Source: an optimization exercise on an open RTL-to-GDS flow (aim: small area). Production flows keep margins and buffers that such runs may drop. Function was checked by simulation only, so behaviour that the tests miss may differ from the original. The flow treats the clock pin as an ideal source, which a real chip does not have. Power figures rest on the tool's default switching activity, not on a simulated workload.

--- design/flow/flow/run.sh ---
#!/bin/bash
# Own layout flow: the standard flow (standard.sh) with
#  - the standard synthesis script, except that ABC maps for area
#    (flow/abc_area.script) instead of delay; registers are untouched,
#  - clock tree synthesis without dummy loads,
#  - the smallest buffer on the input and output ports.
# Each tool's output goes to the ORFS logs under orfs/logs/; make's own
# output goes to flow_make.log here.
set -euo pipefail
W=$(pwd)

# synthesis script: synth_recipe.tcl with the ABC script replaced
{
  echo "proc abc {args} { set i [lsearch \$args -script]; lset args [expr {\$i+1}] $W/flow/abc_area.script; yosys abc {*}\$args }"
  cat "$W/synth_recipe.tcl"
} > "$W/flow_synth.tcl"
sed "s#$W/synth_recipe.tcl#$W/flow_synth.tcl#g" "$W/standard.sh" > "$W/flow_standard.sh"
grep -q flow_synth.tcl "$W/flow_standard.sh"

export CTS_ARGS="-sink_clustering_enable -repair_clock_nets -dont_use_dummy_load -sink_clustering_size 36 -sink_clustering_max_diameter 60"
export BUFFER_PORTS_ARGS="-buffer_cell sky130_fd_sc_hd__buf_1"

bash "$W/flow_standard.sh" > "$W/flow_make.log" 2>&1
--- design/flow/standard.sh ---
#!/bin/bash
# synth_recipe.tcl (not shown) runs the flow's synth.tcl, then flattens the netlist and writes it again
# the make line also repeats each setting of config.mk as NAME=value (left out here)
make -C /OpenROAD-flow-scripts/flow DESIGN_CONFIG=/design/flow/config.mk WORK_HOME=/design/flow/orfs CLKGATE_MAP_FILE= SYNTH_SCRIPT=/design/flow/synth_recipe.tcl "${@:-finish}"
--- design/flow/constraint.sdc ---
create_clock -name core_clock -period 5.0 [get_ports {clk}]
set_input_delay 1.0000 -clock core_clock [delete_from_list [all_inputs] [get_ports {clk}]]
set_output_delay 1.0000 -clock core_clock [all_outputs]
set_load 0.01 [all_outputs]
--- design/flow/config.mk ---
export PLATFORM = sky130hd
export DESIGN_NAME = ofdm_tx_backend
export DESIGN_NICKNAME = ofdm_tx_backend
export VERILOG_FILES = /design/flow/design.v
export SDC_FILE = /design/flow/constraint.sdc
export NUM_CORES = 4
export LEC_CHECK = 0
export CAP_MARGIN = 20
export CORE_MARGIN = 2
export CORE_UTILIZATION = 40
export GPL_TIMING_DRIVEN = 0
export SLEW_MARGIN = 20
--- design/flow/flow/abc_area.script ---
strash
&get -n
&deepsyn -T 20
&put
dch -f
amap
--- design/flow/design.v ---
module STS_generator(
    input       [3:0]   addr,
    output reg  [15:0]  rom
);
    always @(*) begin
        case (addr)
            4'd0: rom = {8'hde, 8'h01};
            4'd1: rom = {8'hfd, 8'hec};
            4'd2: rom = {8'h24, 8'hfd};
            4'd3: rom = {8'h18, 8'h00};
            4'd4: rom = {8'h24, 8'hfd};
            4'd5: rom = {8'hfd, 8'hec};
            4'd6: rom = {8'hde, 8'h01};
            4'd7: rom = {8'h0c, 8'h0c};
            4'd8: rom = {8'h01, 8'hde};
            4'd9: rom = {8'hec, 8'hfd};
            4'd10: rom = {8'hfd, 8'h24};
            4'd11: rom = {8'h00, 8'h18};
            4'd12: rom = {8'hfd, 8'h24};
            4'd13: rom = {8'hec, 8'hfd};
            4'd14: rom = {8'h01, 8'hde};
            4'd15: rom = {8'h0c, 8'h0c};
        endcase
    end
endmodule
module LTS_generator(
    input       [5:0]   addr,
    output      [15:0]  rom
);
    wire        neg = addr[5] && (addr[4:0] != 5'd0);
    wire [5:0]  k   = neg ? (~addr + 6'd1) : addr;
    reg  [7:0]  re, im;
    always @(*) begin
        case (k)
            6'd0: begin re = 8'h28; im = 8'h00; end
            6'd1: begin re = 8'hff; im = 8'he1; end
            6'd2: begin re = 8'h0a; im = 8'he4; end
            6'd3: begin re = 8'h19; im = 8'h15; end
            6'd4: begin re = 8'h05; im = 8'h07; end
            6'd5: begin re = 8'h0f; im = 8'hea; end
            6'd6: begin re = 8'he3; im = 8'hf2; end
            6'd7: begin re = 8'hf6; im = 8'he5; end
            6'd8: begin re = 8'h19; im = 8'hf9; end
            6'd9: begin re = 8'h0e; im = 8'h01; end
            6'd10: begin re = 8'h00; im = 8'he3; end
            6'd11: begin re = 8'hdd; im = 8'hf4; end
            6'd12: begin re = 8'h06; im = 8'hf1; end
            6'd13: begin re = 8'h0f; im = 8'hfc; end
            6'd14: begin re = 8'hfa; im = 8'h29; end
            6'd15: begin re = 8'h1f; im = 8'hff; end
            6'd16: begin re = 8'h10; im = 8'hf0; end
            6'd17: begin re = 8'h09; im = 8'h19; end
            6'd18: begin re = 8'hf1; im = 8'h0a; end
            6'd19: begin re = 8'hde; im = 8'h11; end
            6'd20: begin re = 8'h15; im = 8'h18; end
            6'd21: begin re = 8'h12; im = 8'h04; end
            6'd22: begin re = 8'hf1; im = 8'h15; end
            6'd23: begin re = 8'hf2; im = 8'hfa; end
            6'd24: begin re = 8'hf7; im = 8'hd9; end
            6'd25: begin re = 8'he1; im = 8'hfc; end
            6'd26: begin re = 8'hdf; im = 8'hfb; end
            6'd27: begin re = 8'h13; im = 8'hed; end
            6'd28: begin re = 8'hff; im = 8'h0e; end
            6'd29: begin re = 8'he8; im = 8'h1d; end
            6'd30: begin re = 8'h17; im = 8'h1b; end
            6'd31: begin re = 8'h03; im = 8'h19; end
            6'd32: begin re = 8'hd8; im = 8'h00; end
            default: begin re = 8'hxx; im = 8'hxx; end
        endcase
    end
    assign rom = {re, neg ? 8'd0 - im : im};
endmodule
module symbol_train(
    input               clk         ,
    input               rst_n       ,
    input               Tx_Clr      ,
    input               Start_En    ,
    output      [7:0]   Train_Im    ,
    output      [7:0]   Train_Re    ,
    output              Train_Adv
);
    localparam [8:0] ARMED = 9'd63;
    localparam [8:0] DONE  = 9'd385;
    reg  [8:0]  c;
    assign Train_Adv = !Tx_Clr && (Start_En || c != ARMED) && c != DONE;
    always @(posedge clk or negedge rst_n) begin
        if (!rst_n)
            c <= ARMED;
        else if (Tx_Clr)
            c <= ARMED;
        else
            c <= c + {8'd0, Train_Adv};
    end
    wire [15:0] sts_w;
    STS_generator u_STS (.addr(c[3:0]), .rom(sts_w));
    wire [15:0] sts = (c == 9'd63 || c == 9'd223) ? 16'h0606 : sts_w;
    wire [15:0] lts_w;
    LTS_generator u_LTS (.addr(c[5:0]), .rom(lts_w));
    wire [15:0] lts = (c == 9'd224) ? {8'hEC, lts_w[7:0]} :
                      (c == 9'd384) ? 16'h1400 : lts_w;
    wire [15:0] s = (c <= 9'd223) ? sts : lts;
    assign Train_Re = {s[14], s[14:8]};
    assign Train_Im = {s[6], s[6:0]};
endmodule
module spram_64(
    input               clk ,
    input       [15:0]  din ,
    output      [15:0]  dout,
    output      [15:0]  tap
);
    reg [15:0] r [0:63];
    integer i;
    always @(posedge clk) begin
        r[0] <= din;
        for (i = 1; i < 64; i = i + 1)
            r[i] <= r[i-1];
    end
    assign dout = r[63];
    assign tap  = r[62];
endmodule
module cp_add(
    input               clk         ,
    input               rst_n       ,
    input       [7:0]   Din_Re      ,
    input       [7:0]   Din_Im      ,
    input               Din_En      ,
    input       [5:0]   Din_Index   ,
    output      [7:0]   Cp_Re       ,
    output      [7:0]   Cp_Im       ,
    output              Cp_Vld
);
    wire [15:0] dly, first;
    spram_64 u_buf (.clk(clk), .din({Din_Re, Din_Im}), .dout(dly), .tap(first));
    reg  [7:0]  Prev_Re, Prev_Im;
    always @(posedge clk or negedge rst_n) begin
        if (!rst_n) begin
            Prev_Re <= 8'd0;
            Prev_Im <= 8'd0;
        end else if (Din_Index == 6'd63) begin
            Prev_Re <= first[15:8];
            Prev_Im <= first[7:0];
        end
    end
    reg  [6:0]  rd_st;
    wire        rd_en = (rd_st != 7'd0);
    always @(posedge clk or negedge rst_n) begin
        if (!rst_n)
            rd_st <= 7'd0;
        else if (Din_Index == 6'd62)
            rd_st <= 7'h40;
        else if (rd_st == 7'h09)
            rd_st <= 7'd0;
        else
            rd_st <= {rd_st[5:0], rd_st[6] ^ rd_st[5]};
    end
    wire [7:0]  win_re = Prev_Re + Din_Re;
    wire [7:0]  win_im = Prev_Im + Din_Im;
    wire        cp     = (Din_Index[5:4] == 2'b11);
    wire        w48    = cp && (Din_Index[3:0] == 4'd0);
    assign Cp_Vld = cp || rd_en;
    assign Cp_Re  = w48 ? {1'b0, win_re[7:1]} : cp ? Din_Re : dly[15:8];
    assign Cp_Im  = w48 ? {1'b0, win_im[7:1]} : cp ? Din_Im : dly[7:0];
endmodule
`timescale 1ns / 1ps
module ofdm_tx_backend(
    input               clk             ,
    input               rst_n           ,
    input               Tx_Clr          ,
    input               Train_Start_En  ,
    input       [7:0]   Din_Re          ,
    input       [7:0]   Din_Im          ,
    input               Din_En          ,
    input       [5:0]   Din_Index       ,
    output reg  [7:0]   Dout_Re         ,
    output reg  [7:0]   Dout_Im         ,
    output reg          Dout_Vld
);
    wire [7:0]       Train_Im   ;
    wire [7:0]       Train_Re   ;
    wire             Train_Adv  ;
    wire [7:0]       Cp_Re      ;
    wire [7:0]       Cp_Im      ;
    wire             Cp_Vld     ;
    symbol_train  u_train (
        .clk                (clk            ),
        .rst_n              (rst_n          ),
        .Tx_Clr             (Tx_Clr         ),
        .Start_En           (Train_Start_En ),
        .Train_Im           (Train_Im       ),
        .Train_Re           (Train_Re       ),
        .Train_Adv          (Train_Adv      )
    );
    cp_add  u_cp_add(
        .clk                (clk            ),
        .rst_n              (rst_n          ),
        .Din_Re             (Din_Re         ),
        .Din_Im             (Din_Im         ),
        .Din_En             (Din_En         ),
        .Din_Index          (Din_Index      ),
        .Cp_Re              (Cp_Re          ),
        .Cp_Im              (Cp_Im          ),
        .Cp_Vld             (Cp_Vld         )
    );
    always @(posedge clk or negedge rst_n) begin
        if (!rst_n)
            Dout_Vld <= 1'b0;
        else
            Dout_Vld <= Train_Adv | Cp_Vld;
    end
    always @(posedge clk) begin
        Dout_Im <= Train_Adv ? Train_Re : Cp_Re;
        Dout_Re <= Train_Adv ? Train_Im : Cp_Im;
    end
endmodule
==> impl_metrics.csv, run 1 <==
group,metric,value,unit
route,drc,0,
global_route,grt_overflow,0,
sta,period_minus_slack,4.67,ns
yosys,ys_ff_latch,1073,
route,drt_iter0_markers,498,
floorplanning,floorplan.initialDensity,40.2,%
floorplanning,io_pins,44,
min_path,min_path_type,"in2async",
yosys,ys_types,46,
finish,nets,1653,
floorplanning,die_x,250,um
worst_setup_path,r2r_cells,23,
yosys,synth.yosys.seq_area_share,89.8,%
floorplanning,design.die.area,62300,um^2
route,wl_per_cell,14.7,um
route,dr.pass1.iters,5,
clock_tree,clk_path_buf_depth,3,
clock_tree,clock-root-buffer,"clkbuf_16",
global_route,grt_pass1_wl,56100,um
yosys,synth-edff-count,0,
worst_setup_path,worstPathMaxFanout,12,
power,p_int,11100,uW
sta,fin_setup_tns,0,ns
clock_tree,h-tree-depth,2,
sta,final_max_slew_viol_count,0,
global_route,antenna_found_initial,3,
route,wl,35100,um
sta,finalHoldViolCount,0,
power,p_switching,3540,uW
yosys,async_flop_share,3.08,%
worst_setup_path,critical_path_depth,23,
power,clkPwrFrac,26.3,%
worst_setup_path,path_cells,"clkinv_4, ha_2, nand2_1, clkinv_1, ha_1, nor2_4, o22ai_4, buf_4, clkinv_1, ha_2, nor2_2, o41a_1, o31ai_4, ha_1, o21ai_0, o21ai_1, nand2_1, o21ai_2, nor2_1, a21oi_2, o32a_1, buf_4, o311ai_4",
floorplanning,die_h,250,um
sta,max_freq,0.214,GHz
worst_setup_path,cp_num_buf_inv,5,
worst_setup_path,timing.rr.start,"u_train.c[0]$_DFF_PN1_",
clock_tree,cts_sinks,1073,
placement,dp_hpwl,22300,um
route,via_per_inst,4.21,
power,comb_power_share,11.3,%
worst_setup_path,crit_family,"compound AO/OA/AOI/OAI gates",
worst_setup_path,cp-end-kind,"flop",
floorplanning,core,60000,um^2
sta,layout_setup_ws,0.326,ns
yosys,syn_nets,1554,
finish,final_cells,2379,
placement,pre_cts_ws,-1.99,ns
yosys,ys.flop_type,"dfxtp_1",
worst_setup_path,startpoint,"u_train.c[0]$_DFF_PN1_",
power,p_sw_share,24.1,%
global_route,grt_pass1_vias,10200,
flow_run,max_cap_violations,0,
clock_tree,cts_tree,"built",
power,ir_drop,0.000303,V
worst_setup_path,critPathLaunchType,"flop",
sta,worst_slew_pin_slew,1.03,ns
worst_setup_path,critPathSlowestCell,"dfstp_4",
sta,clock_skew,0.0915,ns
placement,dp.cells,2327,
global_route,track_usage,11.4,%
global_route,grt_max_degree,37,
yosys,ys.warnings.count,7,
clock_tree,cts_buffers,44,
sta,finalCritPeriodShare,93.5,%
sta,report.final.setup_viol,0,
yosys,netlist_instances,1498,
worst_setup_path,rr_endpoint,"Dout_Re[6]$_DFF_P_",
worst_setup_path,crit_required,5.39,ns
route,vias,10000,
worst_setup_path,arrival,5.06,ns
finish,n_fill_cell,5312,
sta,relSlewSlack,31.0,%
finish,area_growth,10.3,%
route,ant_nets,0,
finish,drive_above_1_share,5.14,%
worst_setup_path,r2r_slack,0.33,ns
worst_setup_path,crit_type,"reg2reg",
yosys,syn_area_per_cell,16.1,um^2
power,seqPwrFrac,62.4,%
run_status,status,"complete, no violations",
power,power_density,551,nW/um^2
floorplanning,num_rows,90,
worst_setup_path,critical_path.endpoint,"Dout_Re[6]$_DFF_P_",
clock_tree,clkTransAtPathRegs,0.12,ns
placement,finalWeightedCongestion,0.838,
worst_setup_path,slowest_delay,0.65,ns
power,p_leak,0.0107,uW
yosys,syn_area,24100,um^2
placement,port_buffers,42,
clock_tree,clock_latency,0.61,ns
[power groups by stage]
stage          Sequential, uW  Clock, uW  Combinational (uW)
4_1_cts                  9160       4010                1630
3_3_place_gp             9340          0                1520
2_1_floorplan            9320          0                 893
5_1_grt                  9210       4310                1820
3_5_place_dp             9360          0                1490
6_report                 9150       3860                1650
[area by class of cell]
type / count / area (um^2) / area share (%)
Multi-Input combinational cell: 359 / 2330 / 8.75
Sequential cell: 1073 / 21700 / 81.4
Timing Repair Buffer: 53 / 262 / 0.983
Antenna cell: 2 / 5.00 / 0.0188
Tap cell: 782 / 978 / 3.68
Clock buffer: 44 / 1100 / 4.14
Inverter: 66 / 262 / 0.983
[synth_stat cells (3+ instances only)]
cell type / n / share of area, %
a2111oi_0: 7 / 0.25
a211oi_1: 6 / 0.19
a21oi_1: 26 / 0.54
a221o_1: 3 / 0.12
a221oi_1: 5 / 0.18
a222oi_1: 3 / 0.12
a22o_1: 12 / 0.44
a22oi_1: 5 / 0.16
a31oi_1: 9 / 0.23
clkinv_1: 66 / 1.0
dfrtp_1: 27 / 2.8
dfstp_2: 6 / 0.65
dfxtp_1: 1040 / 86
ha_1: 27 / 1.4
nand2_1: 35 / 0.54
nand3_1: 7 / 0.15
nor2_1: 91 / 1.4
nor3_1: 12 / 0.25
nor4_1: 7 / 0.18
o21a_1: 5 / 0.16
o21ai_0: 41 / 0.85
o21bai_1: 3 / 0.093
o221ai_1: 6 / 0.22
o22ai_1: 5 / 0.13
o311ai_0: 6 / 0.22
or2_0: 6 / 0.16
or3_1: 3 / 0.078
[worst min-delay path by stage]
stage,end,cells after the start
after global routing,u_cp_add.rd_st[4]$_DFF_PN0_,1
final,u_cp_add.rd_st[0]$_DFF_PN0_,1
after CTS,u_cp_add.rd_st[0]$_DFF_PN0_,1
after global placement,u_cp_add.u_buf.r[62][8]$_DFF_P_,0
after floorplan,u_cp_add.u_buf.r[10][0]$_DFF_P_,0
after detailed placement,u_cp_add.u_buf.r[20][12]$_DFF_P_,0
[placed cells by master (no fill, tap or decap), types with 4 or more instances in the layout]
master / n
nor2_1: 89
dfstp_2: 5
a2111oi_0: 6
a221oi_1: 5
dfxtp_1: 1040
or2_0: 6
o21ai_0: 37
a22oi_1: 5
nand3_1: 7
dfrtp_1: 27
buf_1: 41
a21oi_1: 23
nor3_1: 11
buf_4: 8
clkinv_1: 62
a31oi_1: 9
nor4_1: 7
o311ai_0: 5
a211oi_1: 6
o22ai_1: 4
clkbuf_16: 44
ha_1: 24
o221ai_1: 5
a22o_1: 12
nand2_1: 35
o21a_1: 5
[registers in the layout, summed over array words and instances, names as in the netlist]
signal	count
Dout_Im	8
u_cp_add.Prev_Re	8
u_cp_add.rd_st	7
Dout_Vld	1
u_cp_add.u_buf.r	1024
Dout_Re	8
u_cp_add.Prev_Im	8
u_train.c	9
[worst reg2reg max path, delay by kind of cell, from the launching register on]
kind | cells | cell delay, ns
buffers and inverters | 5 | 0.56
and+or+nand+nor | 5 | 0.53
adders and majority gates | 4 | 0.94
AOI/OAI and AO/OA | 9 | 1.82
DFF | 1 | 0.65
[what timing repair did]
| item | 4_1_cts | 5_1_grt |
|---|---|---|
| pin swaps | 3 | 2 |
| buffers inserted | 5 | 1 |
| hold buffers | 0 | 0 |
| gates resized for setup | 19 | 11 |
| hold endpoints to repair | 0 | 0 |
| setup endpoints to repair | 15 | 5 |
[logic make-up after synthesis]
logic type	after synthesis	synth area share, %
flops	1073	89.8
fa+ha+maj	29	1.57
simple gates	167	2.93
buf+inv	66	1.03
compound gates	163	4.68
[through the flow]
step | hold WS (ns) | total power [uW] | instance area, um^2 | util [%]
finish | 0.231 | 14700 | 26600 | 44.3
global route | 0.194 | 15300 | 26600 | 44.3
CTS | 0.190 | 14800 | 26500 | 44.2
detailed placement | 0.312 | 10800 | 25300 | 42.2
floorplan | 0.310 | 10200 | 24100 | -
global placement | 0.310 | 10900 | 25200 | 42.1
[per-layer routing]
metal | global-route usage [%] | part of all wire, % | vias up
li1 | - | - | 5015
met1 | 16.2 | 51 | 4796
met2 | 17.5 | 43 | 145
met3 | 2.74 | 4.7 | 59
met4 | 3.08 | 2.1 | 0
met5 | 0 | 0 | -
==> run 2: changes to the inputs <==
--- a/design/flow/design.v
+++ b/design/flow/design.v
@@ -116,7 +116,7 @@
             r[i] <= r[i-1];
     end
     assign dout = r[63];
-    assign tap  = r[62];
+    assign tap  = r[47];
 endmodule
 module cp_add(
     input               clk         ,
@@ -131,12 +131,14 @@
 );
     wire [15:0] dly, first;
     spram_64 u_buf (.clk(clk), .din({Din_Re, Din_Im}), .dout(dly), .tap(first));
+    wire        cp     = (Din_Index[5:4] == 2'b11);
+    wire        w48    = cp && (Din_Index[3:0] == 4'd0);
     reg  [7:0]  Prev_Re, Prev_Im;
     always @(posedge clk or negedge rst_n) begin
         if (!rst_n) begin
             Prev_Re <= 8'd0;
             Prev_Im <= 8'd0;
-        end else if (Din_Index == 6'd63) begin
+        end else if (w48) begin
             Prev_Re <= first[15:8];
             Prev_Im <= first[7:0];
         end
@@ -153,10 +155,19 @@
         else
             rd_st <= {rd_st[5:0], rd_st[6] ^ rd_st[5]};
     end
-    wire [7:0]  win_re = Prev_Re + Din_Re;
-    wire [7:0]  win_im = Prev_Im + Din_Im;
-    wire        cp     = (Din_Index[5:4] == 2'b11);
-    wire        w48    = cp && (Din_Index[3:0] == 4'd0);
+    wire [7:0]  win_re, win_im;
+    wire [8:0]  cy_re, cy_im;
+    assign cy_re[0] = 1'b0;
+    assign cy_im[0] = 1'b0;
+    genvar b;
+    generate
+        for (b = 0; b < 8; b = b + 1) begin : g_add
+            assign win_re[b]  = Prev_Re[b] ^ Din_Re[b] ^ cy_re[b];
+            assign cy_re[b+1] = (Prev_Re[b] & Din_Re[b]) | (cy_re[b] & (Prev_Re[b] ^ Din_Re[b]));
+            assign win_im[b]  = Prev_Im[b] ^ Din_Im[b] ^ cy_im[b];
+            assign cy_im[b+1] = (Prev_Im[b] & Din_Im[b]) | (cy_im[b] & (Prev_Im[b] ^ Din_Im[b]));
+        end
+    endgenerate
     assign Cp_Vld = cp || rd_en;
     assign Cp_Re  = w48 ? {1'b0, win_re[7:1]} : cp ? Din_Re : dly[15:8];
     assign Cp_Im  = w48 ? {1'b0, win_im[7:1]} : cp ? Din_Im : dly[7:0];
==> run 2 against run 1 <==
Fmax decreased by 2.8%. Critical endpoint is now Dout_Re[7]$_DFF_P_. Utilization increased by 0.22 points. Combinational power increased by 2%. Wire length decreased by 5.6%. Still clean. Highest routed layer is now met5. Global-route usage decreased by 0.52 points. Via count decreased by 3.5%. Critical path depth decreased by 2. Setup slack got worse by 0.14 ns.
==> impl_metrics.csv, run 2 <==
group,metric,value,unit
worst_setup_path,slowest_delay,0.65,ns
global_route,grt_max_degree,37,
sta,report.final.setup_viol,0,
worst_setup_path,r2r_slack,0.19,ns
yosys,synthTopCellsByArea,"dfxtp_1 (87%), dfrtp_1 (2.8%), nor2_1 (1.2%), fa_1 (1.0%), clkinv_1 (0.96%)",
yosys,synth.most_common_cell,"dfxtp_1",
floorplanning,die_x,249,um
worst_setup_path,worstPathMaxFanout,9,
floorplanning,die_h,249,um
sta,clock_skew,0.106,ns
clock_tree,cts_buffers,44,
sta,relSlewSlack,41.7,%
route,drc,0,
power,power_density,560,nW/um^2
worst_setup_path,arrival,5.18,ns
yosys,synth-edff-count,0,
clock_tree,clock-root-buffer,"clkbuf_16",
yosys,ys.warnings.count,7,
route,via_per_inst,4.18,
min_path,min_path_type,"reg2reg",
finish,drive_above_1_share,5.20,%
yosys,synth_common_cells,"dfxtp_1 (1040), nor2_1 (78), clkinv_1 (61)",
power,power,14700,uW
finish,fin_util,44.5,%
run_status,status,"complete, no violations",
clock_tree,cts_sinks,1073,
flow_run,max_cap_violations,0,
yosys,synth.yosys.seq_area_share,90.5,%
sta,rsz0062_at_grt,"no",
finish,nets,1594,
global_route,track_usage,10.9,%
worst_setup_path,crit_type,"reg2reg",
sta,final_max_slew_viol_count,0,
route,drt_iter0_markers,630,
floorplanning,io_pins,44,
finish,final_area,26300,um^2
min_path,min_to,"u_cp_add.u_buf.r[22][3]$_DFF_P_",
global_route,antenna_found_initial,2,
global_route,grt_overflow,0,
worst_setup_path,r2r_cells,21,
worst_setup_path,cp-end-kind,"flop",
finish,largest_reg_flops,1024,
finish,final_cell_mix,"dfxtp_1 (1040), nor2_1 (72), clkinv_1 (53)",
clock_tree,h-tree-depth,2,
clock_tree,clk_path_buf_depth,3,
yosys,ys_ff_latch,1073,
worst_setup_path,path_cells,"clkinv_4, ha_2, clkinv_1, nor2_1, ha_1, nor2_2, clkinv_2, o22ai_4, clkinv_2, ha_1, inv_2, a221oi_1, nand3_1, o211ai_1, buf_4, a31oi_1, or2_0, o21ai_0, o21a_1, o32a_1, o221ai_1",
floorplanning,num_rows,89,
yosys,ys_types,43,
placement,finalWeightedCongestion,0.798,
finish,final_common_cell,"dfxtp_1",
power,p_leak,0.0106,uW
finish,area_growth,10.0,%
sta,finalCritPeriodShare,96.2,%
floorplanning,core,59100,um^2
worst_setup_path,critPathLaunchType,"flop",
worst_setup_path,startpoint,"u_train.c[0]$_DFF_PN1_",
route,wl_per_cell,14.3,um
global_route,grt_pass1_wl,53300,um
sta,max_freq,0.208,GHz
clock_tree,cts_tree,"built",
worst_setup_path,timing.rr.start,"u_train.c[0]$_DFF_PN1_",
worst_setup_path,critPathSlowestCell,"dfstp_4",
placement,placement.cell_area,25100,um^2
clock_tree,clkTransAtPathRegs,0.12,ns
worst_setup_path,rr_endpoint,"Dout_Re[7]$_DFF_P_",
sta,period_minus_slack,4.81,ns
clock_tree,clock_latency,0.62,ns
worst_setup_path,crit_required,5.37,ns
yosys,syn_area_per_cell,16.6,um^2
route,dr.pass1.iters,21,
min_path,min_from,"u_cp_add.u_buf.r[21][3]$_DFF_P_",
min_path,holdPathStages,0,
worst_setup_path,crit_family,"compound AO/OA/AOI/OAI gates",
yosys,synth_top_area_share,87.0,%
sta,worst_slew_pin_slew,0.853,ns
finish,top_regs,"u_cp_add.u_buf.r (1024), u_train.c (9)",
worst_setup_path,critical_path_depth,21,
yosys,syn_nets,1498,
finish,largest_register,"u_cp_add.u_buf.r",
route,ant_nets,0,
yosys,async_flop_share,3.08,%
route,vias,9662,
floorplanning,design.die.area,61800,um^2
global_route,grt_pass1_vias,9765,
route,wl,33100,um
placement,port_buffers,42,
yosys,syn_area,23900,um^2
yosys,netlist_instances,1444,
yosys,ys.flop_type,"dfxtp_1",
placement,dp_hpwl,21100,um
clock_tree,holdBufCountCts,0,
floorplanning,floorplan.initialDensity,40.5,%
worst_setup_path,cp_num_buf_inv,6,
sta,finalHoldViolCount,0,
yosys,yosysTopAreaCell,"dfxtp_1",
power,ir_drop,0.000358,V
==> run 2: how the worst max path moves through the flow <==
| stage | to |
|---|---|
| after floorplan | Dout_Re[7]$_DFF_P_ |
| after global placement | Dout_Re[5]$_DFF_P_ |
| after detailed placement | Dout_Re[5]$_DFF_P_ |
| after CTS | Dout_Re[5]$_DFF_P_ |
| after global routing | Dout_Re[7]$_DFF_P_ |
| final | Dout_Re[7]$_DFF_P_ |
==> run 2: power by group <==
part / leakage [uW] / switching, uW / internal [uW]
clock network: 0.000542 / 2270 / 1580
registers: 0.00908 / 165 / 9040
logic: 0.000926 / 1140 / 552
total: 0.0106 / 3570 / 11200
==> run 2: repair_timing <==
| item | CTS | global route |
|---|---|---|
| buffers inserted | 4 | 0 |
| endpoints found under the setup margin | 12 | 3 |
| gates resized for setup | 17 | 9 |
| endpoints found under the hold margin | 0 | 0 |
| pin swaps | 1 | 1 |
==> run 2: through the flow <==
stage | hold WS (ns) | instances | setup WS [ns] | TNS [ns]
2_1_floorplan | 0.310 | 1444 | 0.557 | 0
6_report | 0.238 | 2313 | 0.189 | 0
3_3_place_gp | 0.310 | 2259 | -2.14 | -21.94
5_1_grt | 0.236 | 2311 | 0.00475 | 0
4_1_cts | 0.223 | 2311 | 0.0760 | 0
3_5_place_dp | 0.312 | 2263 | -1.24 | -7.06
==> run 2: final cells by class <==
| class | count | area (um^2) |
|---|---|---|
| clock buffers | 44 | 1100 |
| repair buffers | 50 | 234 |
| fillers | 5113 | 32800 |
| multi-input cells | 310 | 2120 |
| flip-flops and latches | 1073 | 21700 |
| diodes | 2 | 5.00 |
| inverters | 61 | 243 |
| well taps | 773 | 967 |
==> run 2: layer usage <==
metal	wire [um]	track usage, %	vias to the layer above
li1	-	-	4834
met1	17400	16.0	4588
met2	13200	15.7	166
met3	1610	2.41	72
met4	930	4.09	2
met5	13	0	-
==> run 2: cells by family after synthesis <==
| kind of cell | Yosys count | share of synthesized area, % |
|---|---|---|
| compound gates | 131 | 3.99 |
| flops | 1073 | 90.5 |
| simple gates | 152 | 2.78 |
| buf+inv | 61 | 0.957 |
| fa+ha+maj | 27 | 1.79 |
==> run 3: changes to the inputs <==
--- a/design/flow/flow/run.sh
+++ b/design/flow/flow/run.sh
@@ -3,7 +3,9 @@
 #  - the standard synthesis script, except that ABC maps for area
 #    (flow/abc_area.script) instead of delay; registers are untouched,
 #  - clock tree synthesis without dummy loads,
-#  - the smallest buffer on the input and output ports.
+#  - the smallest buffer on the input and output ports,
+#  - after clock tree synthesis, clock buffers with light loads swapped for
+#    smaller ones (flow/post_cts.tcl).
 # Each tool's output goes to the ORFS logs under orfs/logs/; make's own
 # output goes to flow_make.log here.
 set -euo pipefail
@@ -17,7 +19,8 @@
 sed "s#$W/synth_recipe.tcl#$W/flow_synth.tcl#g" "$W/standard.sh" > "$W/flow_standard.sh"
 grep -q flow_synth.tcl "$W/flow_standard.sh"
 
-export CTS_ARGS="-sink_clustering_enable -repair_clock_nets -dont_use_dummy_load -sink_clustering_size 36 -sink_clustering_max_diameter 60"
+export CTS_ARGS="-sink_clustering_enable -repair_clock_nets -dont_use_dummy_load -sink_clustering_size 36 -sink_clustering_max_diameter 100"
 export BUFFER_PORTS_ARGS="-buffer_cell sky130_fd_sc_hd__buf_1"
+export POST_CTS_TCL="$W/flow/post_cts.tcl"
 
 bash "$W/flow_standard.sh" > "$W/flow_make.log" 2>&1
==> design/flow/flow/post_cts.tcl (new file) <==
estimate_parasitics -placement
set slew_limit 0.110
set sizes {sky130_fd_sc_hd__clkbuf_16 sky130_fd_sc_hd__clkbuf_8 sky130_fd_sc_hd__clkbuf_4}
proc load_slew { inst } {
  set worst 0.0
  foreach pin [get_pins -of_objects [get_nets -of_objects [get_pins $inst/X]]] {
    if { [get_property $pin direction] != "input" } { continue }
    foreach p {slew_max_rise slew_max_fall} {
      set s [get_property $pin $p]
      if { $s > $worst } { set worst $s }
    }
  }
  return $worst
}
set n_changed 0
foreach inst [get_cells -hierarchical clkbuf_*] {
  set master [get_property [get_property $inst liberty_cell] name]
  if { $master != "sky130_fd_sc_hd__clkbuf_16" } { continue }
  set name [get_property $inst full_name]
  set best $master
  foreach cell [lrange $sizes 1 end] {
    replace_cell $name $cell
    estimate_parasitics -placement
    set s [load_slew $name]
    if { $s <= $slew_limit } {
      set best $cell
    } else {
      break
    }
  }
  replace_cell $name $best
  if { $best != $master } {
    incr n_changed
    puts "post_cts: $name $master -> $best"
  }
}
estimate_parasitics -placement
puts "post_cts: resized $n_changed clock buffers"
==> run 3 against run 2 <==
Combinational power rose by 8%. Worst hold slack improved by 0.018 ns. Clock power fell by 8.6%. Clock-buffer cell count fell by 8. Power fell by 1.4%. Non-clock buffer count rose by 7. Via count rose by 0.10%. Sequential cell count did not move. Global-route usage rose by 0.087 points. Register-to-register slack got worse by 0.02 ns. Sequential power barely moved. Largest cell class unchanged. Largest power group unchanged.
==> impl_metrics.csv, run 3 <==
group,metric,value,unit
route,via_per_inst,4.20,
finish,largest_reg_flops,1024,
min_path,min_path_type,"in2async",
finish,fin_util,44.5,%
power,power_density,554,nW/um^2
sta,finalCritPeriodShare,96.7,%
yosys,netlist_instances,1437,
worst_setup_path,worstPathMaxFanout,9,
route,ant_nets,0,
clock_tree,cts_sinks,1073,
route,drc,0,
run_status,status,"complete, no violations",
finish,final_area,26200,um^2
worst_setup_path,rr_endpoint,"Dout_Im[6]$_DFF_P_",
yosys,synth.most_common_cell,"dfxtp_1",
route,wl,33700,um
worst_setup_path,critical_path_depth,12,
power,ir_drop,0.000417,V
sta,max_freq,0.207,GHz
placement,placement.cell_area,25100,um^2
floorplanning,design.die.area,61700,um^2
floorplanning,die_h,248,um
clock_tree,clock_latency,0.58,ns
yosys,syn_area_per_cell,16.6,um^2
sta,finalHoldViolCount,0,
sta,clock_skew,0.0580,ns
power,power,14500,uW
route,wl_per_cell,14.6,um
finish,largest_register,"u_cp_add.u_buf.r",
placement,port_buffers,42,
global_route,track_usage,11.0,%
worst_setup_path,critPathSlowestCell,"dfstp_2",
yosys,synthTopCellsByArea,"dfxtp_1 (87%), dfrtp_1 (2.8%), nor2_1 (1.1%), fa_1 (1.0%), clkinv_1 (0.97%)",
global_route,grt_pass1_vias,9344,
worst_setup_path,startpoint,"u_train.c[2]$_DFF_PN1_",
yosys,synth_top_area_share,87.2,%
floorplanning,num_rows,89,
finish,nets,1586,
yosys,ys_types,40,
worst_setup_path,crit_family,"buffers and inverters",
worst_setup_path,critical_path.endpoint,"Dout_Im[6]$_DFF_P_",
route,dr.pass1.iters,6,
clock_tree,cts_tree,"built",
floorplanning,io_pins,44,
sta,final_max_slew_viol_count,0,
worst_setup_path,path_cells,"clkinv_1, nor2_2, nand2_1, nor3_1, clkinv_1, o41ai_4, buf_4, clkinv_1, nor3_2, buf_4, clkinv_1, o221ai_1",
sta,layout_setup_ws,0.165,ns
yosys,synth.yosys.seq_area_share,90.6,%
worst_setup_path,timing.rr.start,"u_train.c[2]$_DFF_PN1_",
finish,area_growth,9.84,%
sta,relSlewSlack,29.8,%
worst_setup_path,crit_type,"reg2reg",
yosys,async_flop_share,3.08,%
global_route,grt_pass1_wl,52300,um
finish,top_regs,"u_cp_add.u_buf.r (1024), u_train.c (9)",
yosys,ys_ff_latch,1073,
yosys,yosysTopAreaCell,"dfxtp_1",
worst_setup_path,r2r_slack,0.17,ns
power,p_leak,0.0105,uW
worst_setup_path,slowest_delay,0.66,ns
flow_run,max_cap_violations,0,
worst_setup_path,arrival,5.25,ns
worst_setup_path,cpMostUsedCell,"clkinv_1",
sta,report.final.setup_viol,0,
placement,finalWeightedCongestion,0.837,
worst_setup_path,cp-end-kind,"flop",
floorplanning,die_x,248,um
sta,worst_slew_pin_slew,1.05,ns
clock_tree,clkTransAtPathRegs,0.12,ns
worst_setup_path,crit_required,5.41,ns
finish,drive_above_1_share,5.75,%
worst_setup_path,critPathLaunchType,"flop",
yosys,ys.flop_type,"dfxtp_1",
route,drt_iter0_markers,538,
global_route,grt_max_degree,37,
yosys,syn_area,23900,um^2
yosys,syn_nets,1491,
yosys,ys.warnings.count,7,
placement,dp_hpwl,21100,um
finish,final_cell_mix,"dfxtp_1 (1040), nor2_1 (62), clkinv_1 (55)",
floorplanning,floorplan.initialDensity,40.5,%
finish,final_common_cell,"dfxtp_1",
sta,period_minus_slack,4.83,ns
floorplanning,core,59000,um^2
global_route,grt_overflow,0,
worst_setup_path,cp_num_buf_inv,6,
global_route,antenna_found_initial,2,
yosys,synth-edff-count,0,
yosys,synth_common_cells,"dfxtp_1 (1040), nor2_1 (70), clkinv_1 (62)",
route,vias,9672,
sta,rsz0062_at_grt,"yes",
worst_setup_path,r2r_cells,12,
placement,pre_cts_ws,-1.86,ns
sta,fin_setup_tns,0,ns
==> run 3: cell types whose count changed in the layout (fill, tap and decap cells not counted), sizes merged, moves of 3 or more <==
cell	delta
nor2b	-4
nor2	-8
o21ai	-3
o311ai	+3
buf	+8
nand2	+8
o22ai	+3
o311a	-3
clkbuf	-8
nand3	-8
==> run 3: worst min-delay path by stage <==
| stage | end | slack (ns) | depth (start not counted) |
|---|---|---|---|
| detailed placement | u_cp_add.u_buf.r[12][4]$_DFF_P_ | 0.31 | 0 |
| global placement | u_cp_add.u_buf.r[62][7]$_DFF_P_ | 0.31 | 0 |
| finish | u_train.c[6]$_DFF_PN0_ | 0.26 | 1 |
| floorplan | u_cp_add.u_buf.r[10][0]$_DFF_P_ | 0.31 | 0 |
| global route | u_train.c[6]$_DFF_PN0_ | 0.22 | 1 |
==> run 3: worst reg2reg max path, delay by kind of cell (launching register included) <==
| family | cells | cell delay [ns] |
|---|---|---|
| buffers and inverters | 6 | 1.50 |
| and+or+nand+nor | 4 | 1.38 |
| AOI/OAI and AO/OA | 2 | 1.11 |
| DFF | 1 | 0.66 |
==> run 3: power breakdown <==
group	total [uW]	internal, uW	switching, uW	leakage, uW
logic	1820	627	1190	0.000933
clock network	3520	1300	2220	0.000439
registers	9210	9040	166	0.00908
total	14500	11000	3570	0.0105
==> run 3: routing by layer <==
| layer | vias up | routed length [um] | global-route usage (%) | part of all wire [%] |
|---|---|---|---|---|
| met4 | 0 | 906 | 4.08 | 2.7 |
| met3 | 61 | 1440 | 1.90 | 4.3 |
| met5 | - | 0 | 0 | 0 |
| met1 | 4631 | 18200 | 17.1 | 54 |
| li1 | 4806 | - | - | - |
| met2 | 174 | 13100 | 15.1 | 39 |
==> run 3: cells by family after synthesis <==
| family | synth area share (%) |
|---|---|
| flops | 90.6 |
| compound gates | 3.92 |
| simple gates | 2.68 |
| fa+ha+maj | 1.79 |
| buf+inv | 0.974 |
==> run 3: area by class of cell <==
class / instances / area [um^2]
Antenna cell: 1 / 2.50
Clock buffer: 36 / 890
Fill cell: 5168 / 32800
Inverter: 62 / 245
Multi-Input combinational cell: 302 / 2190
Sequential cell: 1073 / 21700
Tap cell: 773 / 967
Timing Repair Buffer: 57 / 284
==> run 3: stage by stage <==
stage	cells	hold WS (ns)
after detailed placement	2255	0.312
after floorplan	1437	0.310
after global routing	2303	0.225
after global placement	2252	0.310
final	2304	0.256
==> run 4: changes to the inputs <==
--- a/design/flow/flow/run.sh
+++ b/design/flow/flow/run.sh
@@ -19,7 +19,7 @@
 sed "s#$W/synth_recipe.tcl#$W/flow_synth.tcl#g" "$W/standard.sh" > "$W/flow_standard.sh"
 grep -q flow_synth.tcl "$W/flow_standard.sh"
 
-export CTS_ARGS="-sink_clustering_enable -repair_clock_nets -dont_use_dummy_load -sink_clustering_size 36 -sink_clustering_max_diameter 100"
+export CTS_ARGS="-sink_clustering_enable -repair_clock_nets -dont_use_dummy_load -sink_clustering_size 38 -sink_clustering_max_diameter 80"
 export BUFFER_PORTS_ARGS="-buffer_cell sky130_fd_sc_hd__buf_1"
 export POST_CTS_TCL="$W/flow/post_cts.tcl"
 
==> run 4 against run 3 <==
Fmax up 1.7%. Synthesized area unchanged. Cell area about the same. First-iteration DRC count up 3.2%. Critical endpoint unchanged. Largest cell class unchanged. Highest routed layer unchanged.
==> impl_metrics.csv, run 4 <==
group,metric,value,unit
placement,port_buffers,42,
floorplanning,io_pins,44,
placement,finalWeightedCongestion,0.837,
sta,finalCritPeriodShare,95.1,%
worst_setup_path,crit_required,5.43,ns
sta,layout_setup_ws,0.245,ns
floorplanning,num_rows,89,
route,dr.pass1.iters,5,
sta,worst_slew_pin_slew,1.05,ns
global_route,grt_pass1_vias,9405,
route,wl,33700,um
placement,dp.cells,2255,
yosys,synth_common_cells,"dfxtp_1 (1040), nor2_1 (70), clkinv_1 (62)",
yosys,syn_area_per_cell,16.6,um^2
sta,period_minus_slack,4.76,ns
floorplanning,die_x,248,um
clock_tree,cts_sinks,1073,
finish,final_common_cell,"dfxtp_1",
clock_tree,clkTransAtPathRegs,0.12,ns
yosys,synthTopCellsByArea,"dfxtp_1 (87%), dfrtp_1 (2.8%), nor2_1 (1.1%), fa_1 (1.0%), clkinv_1 (0.97%)",
worst_setup_path,slowest_delay,0.65,ns
yosys,synth-edff-count,0,
finish,nets,1584,
sta,final_max_slew_viol_count,0,
sta,report.final.setup_viol,0,
route,ant_nets,0,
yosys,netlist_instances,1437,
power,power,14500,uW
yosys,async_flop_share,3.08,%
sta,finalHoldViolCount,0,
sta,rsz0062_at_grt,"no",
worst_setup_path,arrival,5.19,ns
floorplanning,die_h,248,um
floorplanning,core,59000,um^2
yosys,syn_area,23900,um^2
worst_setup_path,worstPathMaxFanout,9,
finish,final_cells,2303,
global_route,grt_overflow,0,
worst_setup_path,path_cells,"clkinv_1, nor2_2, nand2_1, nor3_1, clkinv_1, o41ai_4, buf_4, clkinv_1, nor3_2, buf_4, clkinv_1, o221ai_1",
finish,drive_above_1_share,5.63,%
clock_tree,clock_latency,0.59,ns
worst_setup_path,critPathSlowestCell,"dfstp_2",
route,via_per_inst,4.19,
yosys,synth.most_common_cell,"dfxtp_1",
yosys,ys.flop_type,"dfxtp_1",
global_route,track_usage,11.0,%
power,power_density,553,nW/um^2
global_route,grt_max_degree,39,
finish,largest_reg_flops,1024,
route,drc,0,
worst_setup_path,crit_family,"buffers and inverters",
flow_run,max_cap_violations,0,
yosys,synth_top_area_share,87.2,%
sta,clock_skew,0.0707,ns
yosys,syn_nets,1491,
sta,max_freq,0.210,GHz
global_route,grt_pass1_wl,52400,um
route,wl_met1,18300,um
route,met3_length,1260,um
yosys,yosysTopAreaCell,"dfxtp_1",
worst_setup_path,r2r_slack,0.24,ns
sta,relSlewSlack,29.7,%
placement,dp_hpwl,21100,um
clock_tree,cts_tree,"built",
finish,largest_register,"u_cp_add.u_buf.r",
worst_setup_path,cp-end-kind,"flop",
floorplanning,design.die.area,61700,um^2
worst_setup_path,critPathLaunchType,"flop",
route,dr.max_layer_used,"met4",
worst_setup_path,cp_num_buf_inv,6,
power,p_leak,0.0104,uW
placement,pre_cts_ws,-1.86,ns
power,ir_drop,0.000418,V
route,met2WireLength,13200,um
yosys,synth.yosys.seq_area_share,90.6,%
yosys,ys_ff_latch,1073,
global_route,antenna_found_initial,1,
min_path,min_path_type,"reg2reg",
yosys,ys.warnings.count,7,
route,drt_iter0_markers,555,
finish,fin_util,44.4,%
worst_setup_path,cpMostUsedCell,"clkinv_1",
floorplanning,floorplan.initialDensity,40.5,%
worst_setup_path,crit_type,"reg2reg",
yosys,ys_types,40,
route,wl_per_cell,14.6,um
finish,top_regs,"u_cp_add.u_buf.r (1024), u_train.c (9)",
finish,area_growth,9.77,%
route,vias,9647,
finish,final_cell_mix,"dfxtp_1 (1040), nor2_1 (62), clkinv_1 (55)",
run_status,status,"complete, no violations",
[run 4: changes by cell type in the layout (fill, tap and decap cells not counted), sizes merged]
cell      before  now
clkinv        60   59
buf           57   54
clkinvlp       0    1
diode          1    2
clkbuf        36   37
[run 4: where the power goes]
| group | internal [uW] | total [uW] | switching, uW |
|---|---|---|---|
| combinational | 605 | 1790 | 1180 |
| clock | 1300 | 3510 | 2210 |
| sequential | 9040 | 9210 | 168 |
[run 4: layout make-up]
class                   instances  area [um^2]
clock buffers                  37          891
repair buffers                 54          262
inverters                      62          248
multi-input cells             302         2190
flip-flops and latches       1073        21700
diodes                          2         5.00
well taps                     773          967
fillers                      5172        32800
[run 4: per-layer routing]
metal  global-route usage (%)  vias up
met5                        0        -
met4                     4.32        0
met3                     1.93       65
met2                     15.1      154
met1                     17.1     4630
li1                         -     4798
[run 4: per-stage QoR]
step | hold WS [ns] | instance area (um^2) | setup TNS (ns)
2_1_floorplan | 0.310 | 23900 | 0
3_3_place_gp | 0.310 | 25000 | -45.74
3_5_place_dp | 0.312 | 25100 | -11.03
5_1_grt | 0.244 | 26200 | 0
6_report | 0.270 | 26200 | 0
[run 4: path summary, 6_finish.rpt]
path / endpoint / startpoint / cells past startpoint
max: Dout_Im[6]$_DFF_P_ / u_train.c[2]$_DFF_PN1_ / 12
min: u_cp_add.u_buf.r[59][4]$_DFF_P_ / u_cp_add.u_buf.r[58][4]$_DFF_P_ / 0
max reg2reg: Dout_Im[6]$_DFF_P_ / u_train.c[2]$_DFF_PN1_ / 12
min reg2reg: u_cp_add.u_buf.r[59][4]$_DFF_P_ / u_cp_add.u_buf.r[58][4]$_DFF_P_ / 0
max in group asynchronous: u_train.c[0]$_DFF_PN1_ / rst_n / 2
min in group asynchronous: u_train.c[6]$_DFF_PN0_ / rst_n / 1
[run 4: worst register-to-register path: stages (launching register included)]
cell and delay (ns):
dfstp_2 0.65, clkinv_1 0.33, nor2_2 0.43, nand2_1 0.19, nor3_1 0.32, clkinv_1 0.22, o41ai_4 0.53, buf_4 0.24
clkinv_1 0.17, nor3_2 0.41, buf_4 0.28, clkinv_1 0.25, o221ai_1 0.58
[run 4: cells by family after synthesis]
logic type | share of synthesized area [%]
AOI/OAI and AO/OA | 3.92
adders and majority gates | 1.79
buffers and inverters | 0.974
DFF | 90.6
and+or+nand+nor | 2.68
==> run 5: changes to the inputs <==
--- a/design/flow/flow/run.sh
+++ b/design/flow/flow/run.sh
@@ -19,7 +19,7 @@
 sed "s#$W/synth_recipe.tcl#$W/flow_synth.tcl#g" "$W/standard.sh" > "$W/flow_standard.sh"
 grep -q flow_synth.tcl "$W/flow_standard.sh"
 
-export CTS_ARGS="-sink_clustering_enable -repair_clock_nets -dont_use_dummy_load -sink_clustering_size 38 -sink_clustering_max_diameter 80"
+export CTS_ARGS="-sink_clustering_enable -repair_clock_nets -dont_use_dummy_load -sink_clustering_size 36 -sink_clustering_max_diameter 60"
 export BUFFER_PORTS_ARGS="-buffer_cell sky130_fd_sc_hd__buf_1"
 export POST_CTS_TCL="$W/flow/post_cts.tcl"
 
==> run 5 against run 4 <==
Still clean on timing, DRC and antenna. Clock skew grew 0.023 ns. Cell area up 0.40%. Via count rose by 0.60%. Synthesized cell count is the same. Cell count grew 0.26%. Clock-buffer cell count increased by 6.
==> impl_metrics.csv, run 5 <==
group,metric,value,unit
finish,top_regs,"u_cp_add.u_buf.r (1024), u_train.c (9)",
finish,drive_above_1_share,6.00,%
sta,clock_skew,0.0941,ns
yosys,syn_area_per_cell,16.6,um^2
yosys,synth_top_area_share,87.2,%
floorplanning,floorplan.initialDensity,40.5,%
min_path,min_path_type,"in2async",
finish,largest_reg_flops,1024,
floorplanning,io_pins,44,
finish,final_area,26300,um^2
yosys,synth.most_common_cell,"dfxtp_1",
worst_setup_path,crit_type,"reg2reg",
worst_setup_path,timing.rr.start,"u_train.c[0]$_DFF_PN1_",
worst_setup_path,r2r_slack,0.27,ns
clock_tree,cts_tree,"built",
flow_run,max_cap_violations,0,
floorplanning,core,59000,um^2
worst_setup_path,critPathLaunchType,"flop",
floorplanning,num_rows,89,
yosys,netlist_instances,1437,
route,vias,9705,
placement,placement.cell_area,25100,um^2
sta,report.final.setup_viol,0,
route,via_per_inst,4.20,
route,drc,0,
yosys,synth.yosys.seq_area_share,90.6,%
route,ant_nets,0,
global_route,grt_pass1_vias,9489,
route,met3_length,1600,um
finish,largest_register,"u_cp_add.u_buf.r",
global_route,grt_max_degree,37,
finish,nets,1590,
sta,period_minus_slack,4.73,ns
power,ir_drop,0.000395,V
route,dr.pass1.iters,5,
sta,final_max_slew_viol_count,0,
yosys,synth-edff-count,0,
yosys,syn_nets,1491,
worst_setup_path,r2r_cells,21,
route,wl,33600,um
yosys,yosysTopAreaCell,"dfxtp_1",
global_route,antenna_found_initial,1,
yosys,ys.flop_type,"dfxtp_1",
worst_setup_path,crit_required,5.43,ns
worst_setup_path,arrival,5.16,ns
placement,finalWeightedCongestion,0.837,
clock_tree,cts_sinks,1073,
yosys,synthTopCellsByArea,"dfxtp_1 (87%), dfrtp_1 (2.8%), nor2_1 (1.1%), fa_1 (1.0%), clkinv_1 (0.97%)",
worst_setup_path,slowest_delay,0.67,ns
route,wl_per_cell,14.5,um
placement,port_buffers,42,
worst_setup_path,cpMostUsedCell,"clkinv_1",
sta,worst_slew_pin_slew,1.05,ns
power,power_density,557,nW/um^2
route,drt_iter0_markers,525,
yosys,ys_types,40,
route,dr.max_layer_used,"met4",
worst_setup_path,worstPathMaxFanout,7,
sta,max_freq,0.211,GHz
worst_setup_path,critPathSlowestCell,"dfstp_4",
global_route,track_usage,11.1,%
yosys,ys_ff_latch,1073,
floorplanning,design.die.area,61700,um^2
clock_tree,clkTransAtPathRegs,0.12,ns
sta,relSlewSlack,30.0,%
finish,area_growth,10.2,%
worst_setup_path,path_cells,"clkinv_4, ha_4, clkinv_1, nor2_2, ha_1, o21ai_4, clkinv_1, nor2_4, clkinv_1, nor2_1, a21oi_1, o21ai_1, nor3_1, or4_1, a31oi_2, clkinv_1, a31oi_1, nor2_1, a211oi_1, nor3_1, a2111oi_4",
sta,finalCritPeriodShare,94.6,%
clock_tree,clock_latency,0.60,ns
global_route,grt_pass1_wl,52500,um
global_route,grt_overflow,0,
floorplanning,die_h,248,um
yosys,ys.warnings.count,7,
run_status,status,"complete, no violations",
placement,dp_hpwl,21100,um
sta,finalHoldViolCount,0,
yosys,synth_common_cells,"dfxtp_1 (1040), nor2_1 (70), clkinv_1 (62)",
finish,final_cell_mix,"dfxtp_1 (1040), nor2_1 (62), clkinv_1 (55)",
finish,final_common_cell,"dfxtp_1",
worst_setup_path,cp-end-kind,"flop",
floorplanning,die_x,248,um
yosys,async_flop_share,3.08,%
worst_setup_path,rr_endpoint,"Dout_Re[5]$_DFF_P_",
sta,rsz0062_at_grt,"no",
route,wl_met1,17900,um
route,met2WireLength,13100,um
yosys,syn_area,23900,um^2
power,p_leak,0.0105,uW
finish,fin_util,44.6,%
-- run 5: worst max-delay path by stage --
stage	startpoint	end	cells past startpoint
floorplan	u_train.c[0]$_DFF_PN1_	Dout_Re[6]$_DFF_P_	20
global route	u_train.c[5]$_DFF_PN1_	Dout_Re[5]$_DFF_P_	17
detailed placement	u_train.c[0]$_DFF_PN1_	Dout_Re[5]$_DFF_P_	21
global placement	u_train.c[2]$_DFF_PN1_	Dout_Re[6]$_DFF_P_	10
finish	u_train.c[0]$_DFF_PN1_	Dout_Re[5]$_DFF_P_	21
-- run 5: final cells by class --
type / count / area [um^2]
clock buffer: 43 / 996
fill: 5169 / 32700
timing repair buffer: 54 / 262
tap: 773 / 967
inverter: 62 / 248
sequential: 1073 / 21700
multi-input combinational: 302 / 2190
antenna: 2 / 5.00
-- run 5: routing by layer --
layer	up-vias	track usage (%)
met5	-	0
met4	0	4.32
met3	70	2.17
met2	178	15.2
met1	4653	16.9
li1	4804	-
-- run 5: metrics by stage --
stage | hold WS (ns) | instances | TNS, ns | worst slack, ns | power, uW
final | 0.270 | 2309 | 0 | 0.269 | 14700
after global routing | 0.239 | 2307 | 0 | 0.0199 | 15300
after floorplan | 0.310 | 1437 | 0 | 0.256 | 10300
after global placement | 0.310 | 2252 | -45.74 | -2.95 | 11000
after detailed placement | 0.312 | 2255 | -11.03 | -1.86 | 10900
-- run 5: cells by family after synthesis --
kind of cell	share of synthesized area, %
adder cells (fa/ha/maj)	1.79
flip-flops	90.6
AO/OA/AOI/OAI	3.92
buffers and inverters	0.974
AND/OR/NAND/NOR	2.68
-- run 5: power by group --
part | internal [uW] | total [uW] | switching [uW]
sequential | 9040 | 9200 | 166
combinational | 611 | 1800 | 1180
clock | 1430 | 3660 | 2230
-- run 5: worst max-delay path, delay by kind of cell (launching register included) --
kind	cells	cell delay (ns)
AOI/OAI and AO/OA	7	1.59
DFF	1	0.67
and+or+nand+nor	7	1.13
buffers and inverters	5	0.64
adders and majority gates	2	0.54
==> run 6: changes to the inputs <==
--- a/design/flow/flow/run.sh
+++ b/design/flow/flow/run.sh
@@ -19,7 +19,7 @@
 sed "s#$W/synth_recipe.tcl#$W/flow_synth.tcl#g" "$W/standard.sh" > "$W/flow_standard.sh"
 grep -q flow_synth.tcl "$W/flow_standard.sh"
 
-export CTS_ARGS="-sink_clustering_enable -repair_clock_nets -dont_use_dummy_load -sink_clustering_size 36 -sink_clustering_max_diameter 60"
+export CTS_ARGS="-sink_clustering_enable -repair_clock_nets -dont_use_dummy_load -sink_clustering_size 36 -sink_clustering_max_diameter 80"
 export BUFFER_PORTS_ARGS="-buffer_cell sky130_fd_sc_hd__buf_1"
 export POST_CTS_TCL="$W/flow/post_cts.tcl"
 
--- a/design/flow/config.mk
+++ b/design/flow/config.mk
@@ -7,6 +7,6 @@
 export LEC_CHECK = 0
 export CAP_MARGIN = 20
 export CORE_MARGIN = 2
-export CORE_UTILIZATION = 40
+export CORE_UTILIZATION = 30
 export GPL_TIMING_DRIVEN = 0
 export SLEW_MARGIN = 20
==> run 6 against run 5 <==
Still clean. Utilization decreased by 11 points. Register-to-register slack got worse by 0.12 ns. Synthesized area unchanged. Power decreased by 1.3%. Non-clock buffer count unchanged. Clock-buffer cell count decreased by 6. Clock power decreased by 4%. Critical endpoint unchanged. Highest routed layer is now met5.
==> impl_metrics.csv, run 6 <==
group,metric,value,unit
run_status,status,"complete, no violations",
finish,final_common_cell,"dfxtp_1",
finish,largest_register,"u_cp_add.u_buf.r",
power,p_int,10900,uW
floorplanning,die_x,286,um
finish,final_cells,2580,
placement,dp_hpwl,21600,um
flow_run,max_cap_violations,0,
sta,report.final.setup_viol,0,
sta,finalCritPeriodShare,97.0,%
yosys,ys.flop_type,"dfxtp_1",
placement,dp.cells,2532,
worst_setup_path,timing.rr.start,"u_train.c[0]$_DFF_PN1_",
sta,relSlewSlack,25.7,%
route,dr.pass1.iters,5,
yosys,yosysTopAreaCell,"dfxtp_1",
global_route,grt_max_degree,37,
min_path,min_to,"u_cp_add.u_buf.r[63][4]$_DFF_P_",
sta,period_minus_slack,4.85,ns
worst_setup_path,rr_endpoint,"Dout_Re[5]$_DFF_P_",
worst_setup_path,cp-end-kind,"flop",
clock_tree,cts_tree,"built",
worst_setup_path,r2r_slack,0.15,ns
finish,largest_reg_flops,1024,
route,ant_nets,0,
clock_tree,clkTransAtPathRegs,0.11,ns
yosys,syn_area,23900,um^2
sta,worst_slew_pin_slew,1.11,ns
yosys,netlist_instances,1437,
worst_setup_path,slowest_delay,0.68,ns
worst_setup_path,critPathLaunchType,"flop",
power,ir_drop,0.000325,V
placement,finalWeightedCongestion,0.818,
power,p_leak,0.0104,uW
floorplanning,die_h,286,um
power,clkPwrFrac,24.2,%
worst_setup_path,worstPathMaxFanout,7,
yosys,synth_top_area_share,87.2,%
yosys,synth.yosys.seq_area_share,90.6,%
floorplanning,io_pins,44,
yosys,ys.warnings.count,7,
route,vias,9727,
sta,final_max_slew_viol_count,0,
yosys,ys_ff_latch,1073,
power,p_sw_share,24.6,%
power,power_density,545,nW/um^2
min_path,holdPathStages,0,
yosys,synth.most_common_cell,"dfxtp_1",
worst_setup_path,critical_path_depth,21,
power,comb_power_share,12.2,%
floorplanning,design.die.area,81900,um^2
min_path,min_path_type,"reg2reg",
power,seqPwrFrac,63.6,%
yosys,ys_types,40,
floorplanning,floorplan.initialDensity,30.3,%
sta,rsz0062_at_grt,"no",
route,wl,34200,um
route,via_per_inst,3.77,
floorplanning,core,78900,um^2
worst_setup_path,cp_num_buf_inv,6,
worst_setup_path,path_cells,"inv_4, ha_4, clkinv_1, nor2_1, ha_1, o21ai_4, buf_12, nor2_2, clkinv_1, nor2_1, clkinv_1, nor2_1, nor3_1, or4_1, a31oi_2, clkinv_1, a31oi_2, nor2_1, a211oi_2, nor3_1, a2111oi_4",
finish,top_regs,"u_cp_add.u_buf.r (1024), u_train.c (9)",
route,wl_per_cell,13.2,um
finish,area_growth,11.1,%
power,power,14500,uW
placement,port_buffers,42,
global_route,grt_pass1_vias,9764,
yosys,async_flop_share,3.08,%
sta,whs,0.253,ns
route,drc,0,
global_route,grt_pass1_wl,54600,um
yosys,synthTopCellsByArea,"dfxtp_1 (87%), dfrtp_1 (2.8%), nor2_1 (1.1%), fa_1 (1.0%), clkinv_1 (0.97%)",
global_route,antenna_found_initial,5,
finish,drive_above_1_share,5.63,%
sta,max_freq,0.206,GHz
floorplanning,num_rows,103,
placement,pre_cts_ws,-1.65,ns
worst_setup_path,crit_required,5.43,ns
worst_setup_path,r2r_cells,21,
min_path,min_from,"u_cp_add.u_buf.r[62][4]$_DFF_P_",
sta,clock_skew,0.0781,ns
global_route,grt_overflow,0,
finish,final_cell_mix,"dfxtp_1 (1040), nor2_1 (64), clkinv_1 (54)",
yosys,syn_nets,1491,
finish,nets,1584,
worst_setup_path,crit_type,"reg2reg",
yosys,synth_common_cells,"dfxtp_1 (1040), nor2_1 (70), clkinv_1 (62)",
sta,layout_setup_ws,0.151,ns
sta,finalHoldViolCount,0,
finish,n_fill_cell,7605,
worst_setup_path,crit_family,"simple AND/OR/NAND/NOR gates",
global_route,track_usage,8.41,%
clock_tree,clock_latency,0.58,ns
yosys,synth-edff-count,0,
clock_tree,cts_sinks,1073,
yosys,syn_area_per_cell,16.6,um^2
worst_setup_path,arrival,5.28,ns
finish,fin_util,33.7,%
worst_setup_path,critPathSlowestCell,"dfstp_4",
power,p_switching,3560,uW
route,drt_iter0_markers,670,
==> run 6: changes by cell type in the layout (fill, tap and decap cells not counted), sizes merged <==
cell,before,now
clkinvlp,1,2
clkbuf,43,37
inv,2,5
clkinv,59,55
==> run 6: worst reg2reg max path: stages, from the launching register on <==
cell,delay [ns]
dfstp_4,0.68
inv_4,0.08
ha_4,0.19
clkinv_1,0.06
nor2_1,0.06
ha_1,0.32
o21ai_4,0.10
buf_12,0.15
nor2_2,0.21
clkinv_1,0.24
nor2_1,0.27
clkinv_1,0.19
nor2_1,0.17
nor3_1,0.07
or4_1,0.49
a31oi_2,0.24
clkinv_1,0.14
a31oi_2,0.23
nor2_1,0.08
a211oi_2,0.23
nor3_1,0.15
a2111oi_4,0.40
==> run 6: kinds of logic after synthesis <==
kind of cell               share of synthesized area [%]
and+or+nand+nor                                     2.68
AOI/OAI and AO/OA                                   3.92
adders and majority gates                           1.79
DFF                                                 90.6
buffers and inverters                              0.974
==> run 6: cell type report <==
class / count / area [um^2] / share of cell area, %
Sequential cell: 1073 / 21700 / 81.6
Multi-Input combinational cell: 302 / 2170 / 8.16
Tap cell: 1050 / 1310 / 4.95
Clock buffer: 37 / 886 / 3.34
Timing Repair Buffer: 54 / 269 / 1.01
Inverter: 62 / 249 / 0.938
Antenna cell: 2 / 5.00 / 0.0189
==> run 6: worst max-delay path by stage <==
stage	endpoint	from	slack, ns
after floorplan	Dout_Re[6]$_DFF_P_	u_train.c[0]$_DFF_PN1_	0.26
after global placement	Dout_Re[6]$_DFF_P_	u_train.c[3]$_DFF_PN1_	-2.90
after detailed placement	Dout_Re[5]$_DFF_P_	u_train.c[0]$_DFF_PN1_	-1.65
after global routing	Dout_Re[5]$_DFF_P_	u_train.c[1]$_DFF_PN1_	0.001
final	Dout_Re[5]$_DFF_P_	u_train.c[0]$_DFF_PN1_	0.15
==> run 6: layer usage <==
metal  part of all wire (%)  vias to the layer above  global-route usage, %
li1                       -                     4802                      -
met1                     55                     4673                   13.1
met2                     38                      177                   11.3
met3                    4.7                       71                   1.93
met4                    2.8                        4                   2.77
met5                  0.061                        -                      0
==> run 6: power by group through the flow <==
stage / Combinational, uW / Sequential [uW] / Clock [uW]
after detailed placement: 1490 / 9420 / 0
after global routing: 1910 / 9260 / 3940
after global placement: 1520 / 9420 / 0
final: 1770 / 9210 / 3500
after floorplan: 937 / 9370 / 0
==> run 6: through the flow <==
step / TNS [ns] / area, um^2
finish: 0 / 26500
global route: 0 / 26500
detailed placement: -7.76 / 25400
global placement: -44.93 / 25400
floorplan: 0 / 23900
==> run 7: changes to the inputs <==
--- a/design/flow/config.mk
+++ b/design/flow/config.mk
@@ -7,6 +7,6 @@
 export LEC_CHECK = 0
 export CAP_MARGIN = 20
 export CORE_MARGIN = 2
-export CORE_UTILIZATION = 30
+export CORE_UTILIZATION = 55
 export GPL_TIMING_DRIVEN = 0
 export SLEW_MARGIN = 20
==> run 7 against run 6 <==
Die area is 45% lower. Fmax is 0.91% higher. Utilization is 27 points higher. Cell area is 2.2% lower. Largest cell class unchanged. Highest routed layer is now met4.
==> impl_metrics.csv, run 7 <==
group,metric,value,unit
route,via_per_inst,4.57,
worst_setup_path,worstPathMaxFanout,6,
sta,max_freq,0.208,GHz
global_route,grt.busiest_layer,"met2",
flow_run,max_cap_violations,0,
finish,final_area,26000,um^2
finish,top_regs,"u_cp_add.u_buf.r (1024), u_train.c (9)",
clock_tree,clkTransAtPathRegs,0.12,ns
placement,dp_hpwl,19900,um
worst_setup_path,cp_num_buf_inv,5,
global_route,use_met2,21.9,%
yosys,synth.yosys.seq_area_share,90.6,%
floorplanning,design.die.area,45100,um^2
sta,layout_setup_ws,0.194,ns
sta,finalCritPeriodShare,96.1,%
placement,pre_cts_ws,-1.26,ns
global_route,grt_overflow,0,
floorplanning,num_rows,76,
worst_setup_path,path_cells,"clkinv_1, ha_4, clkinv_1, nor2_1, ha_1, nor2_4, clkinv_2, o22ai_4, clkinv_4, ha_1, clkinv_1, nor2_1, a2111oi_2, o21ai_1, or2_1, ha_1, o21ai_1, o21ai_1, nand2_1, o21ai_0, or2_0, a31oi_2, o2111ai_2",
sta,clock_skew,0.104,ns
finish,drive_above_1_share,5.50,%
finish,num_antenna_cells,0,
route,drt_iter0_markers,628,
floorplanning,core,43000,um^2
finish,largest_reg_flops,1024,
worst_setup_path,critPathSlowestCell,"dfstp_2",
sta,report.final.setup_viol,0,
worst_setup_path,crit_required,5.41,ns
yosys,synth_common_cells,"dfxtp_1 (1040), nor2_1 (70), clkinv_1 (62)",
global_route,grt_pass1_wl,51300,um
clock_tree,cts_sinks,1073,
clock_tree,cts_tree,"built",
global_route,antenna_found_initial,0,
yosys,synth_top_area_share,87.2,%
route,wl_per_cell,15.3,um
global_route,grt.met3_usage,2.78,%
yosys,ys_types,40,
placement,finalWeightedCongestion,0.814,
placement,placement.cell_area,24800,um^2
sta,finalHoldViolCount,0,
floorplanning,io_pins,44,
power,ir_drop,0.000394,V
yosys,syn_area_per_cell,16.6,um^2
route,vias,9648,
worst_setup_path,critPathLaunchType,"flop",
worst_setup_path,slowest_delay,0.57,ns
route,drc,0,
global_route,grt_max_degree,37,
power,power_density,558,nW/um^2
yosys,ys_ff_latch,1073,
yosys,async_flop_share,3.08,%
worst_setup_path,timing.rr.start,"u_train.c[1]$_DFF_PN1_",
sta,period_minus_slack,4.81,ns
yosys,netlist_instances,1437,
worst_setup_path,crit_type,"reg2reg",
finish,final_cell_mix,"dfxtp_1 (1040), nor2_1 (63), clkinv_1 (56)",
power,p_leak,0.0104,uW
global_route,track_usage,14.7,%
finish,fin_util,60.4,%
floorplanning,floorplan.initialDensity,55.6,%
worst_setup_path,startpoint,"u_train.c[1]$_DFF_PN1_",
yosys,yosysTopAreaCell,"dfxtp_1",
yosys,syn_nets,1491,
global_route,grt_pass1_vias,9539,
finish,area_growth,8.65,%
finish,largest_register,"u_cp_add.u_buf.r",
floorplanning,die_h,212,um
global_route,use_met1,21.8,%
finish,final_common_cell,"dfxtp_1",
yosys,syn_area,23900,um^2
clock_tree,clock_latency,0.61,ns
route,wl,32400,um
power,power,14500,uW
min_path,min_path_type,"in2async",
yosys,ys.warnings.count,7,
yosys,synth-edff-count,0,
yosys,ys.flop_type,"dfxtp_1",
worst_setup_path,cp-end-kind,"flop",
sta,whs,0.291,ns
placement,port_buffers,42,
finish,nets,1582,
run_status,status,"complete, no violations",
yosys,synth.most_common_cell,"dfxtp_1",
yosys,synthTopCellsByArea,"dfxtp_1 (87%), dfrtp_1 (2.8%), nor2_1 (1.1%), fa_1 (1.0%), clkinv_1 (0.97%)",
route,ant_nets,0,
floorplanning,die_x,212,um
worst_setup_path,crit_family,"compound AO/OA/AOI/OAI gates",
worst_setup_path,arrival,5.22,ns
sta,worst_slew_pin_slew,0.912,ns
sta,final_max_slew_viol_count,0,
route,dr.pass1.iters,5,
sta,relSlewSlack,39.1,%
==> run 7: through the flow <==
| step | std cells | setup TNS [ns] |
|---|---|---|
| 2_1_floorplan | 1437 | 0 |
| 3_3_place_gp | 2064 | -34.85 |
| 3_5_place_dp | 2068 | -6.01 |
| 5_1_grt | 2111 | -0.0118 |
| 6_report | 2111 | 0 |
==> run 7: final cells by class <==
cell class | instances | area (um^2)
Clock buffer | 36 | 901
Multi-Input combinational cell | 302 | 2160
Sequential cell | 1073 | 21700
Tap cell | 585 | 732
Fill cell | 3333 | 17000
Inverter | 62 | 245
Timing Repair Buffer | 53 | 255
==> run 7: path summary, 6_finish.rpt <==
path | to | slack, ns | depth (start not counted)
worst max-delay path | Dout_Re[6]$_DFF_P_ | 0.19 | 23
worst min-delay path | u_cp_add.Prev_Re[0]$_DFFE_PN0P_ | 0.29 | 1
worst max register to register | Dout_Re[6]$_DFF_P_ | 0.19 | 23
worst min register to register | u_cp_add.u_buf.r[56][4]$_DFF_P_ | 0.29 | 0
max in group asynchronous | u_train.c[4]$_DFF_PN1_ | 4.23 | 2
min in group core_clock | u_cp_add.u_buf.r[56][4]$_DFF_P_ | 0.29 | 0
==> run 7: logic make-up (layout without fill, tap and decap cells) <==
logic type               count (synthesis)  in the layout  synth area share, %
flip-flops                            1073           1073                 90.6
AND/OR/NAND/NOR                        146            146                 2.68
AO/OA/AOI/OAI                          129            129                 3.92
buffers and inverters                   62            151                0.974
adder cells (fa/ha/maj)                 27             27                 1.79
==> run 7: power by group <==
part / switching, uW / total (uW) / internal, uW / leakage (uW)
logic: 1150 / 1760 / 610 / 0.000908
clock network: 2200 / 3520 / 1320 / 0.000444
registers: 162 / 9200 / 9040 / 0.00908
total: 3510 / 14500 / 11000 / 0.0104
==> run 7: per-layer routing <==
layer | part of all wire (%) | routed length [um]
met3 | 4.1 | 1320
met2 | 41 | 13400
met4 | 2.7 | 860
met5 | 0 | 0
met1 | 52 | 16800
==> run 7: worst reg2reg max path, delay by kind of cell, from the launching register on <==
kind                     cells  cell delay (ns)
adder cells (fa/ha/maj)      4             0.95
buffers and inverters        5             0.56
AO/OA/AOI/OAI                8             1.56
flip-flops                   1             0.57
AND/OR/NAND/NOR              6             0.95
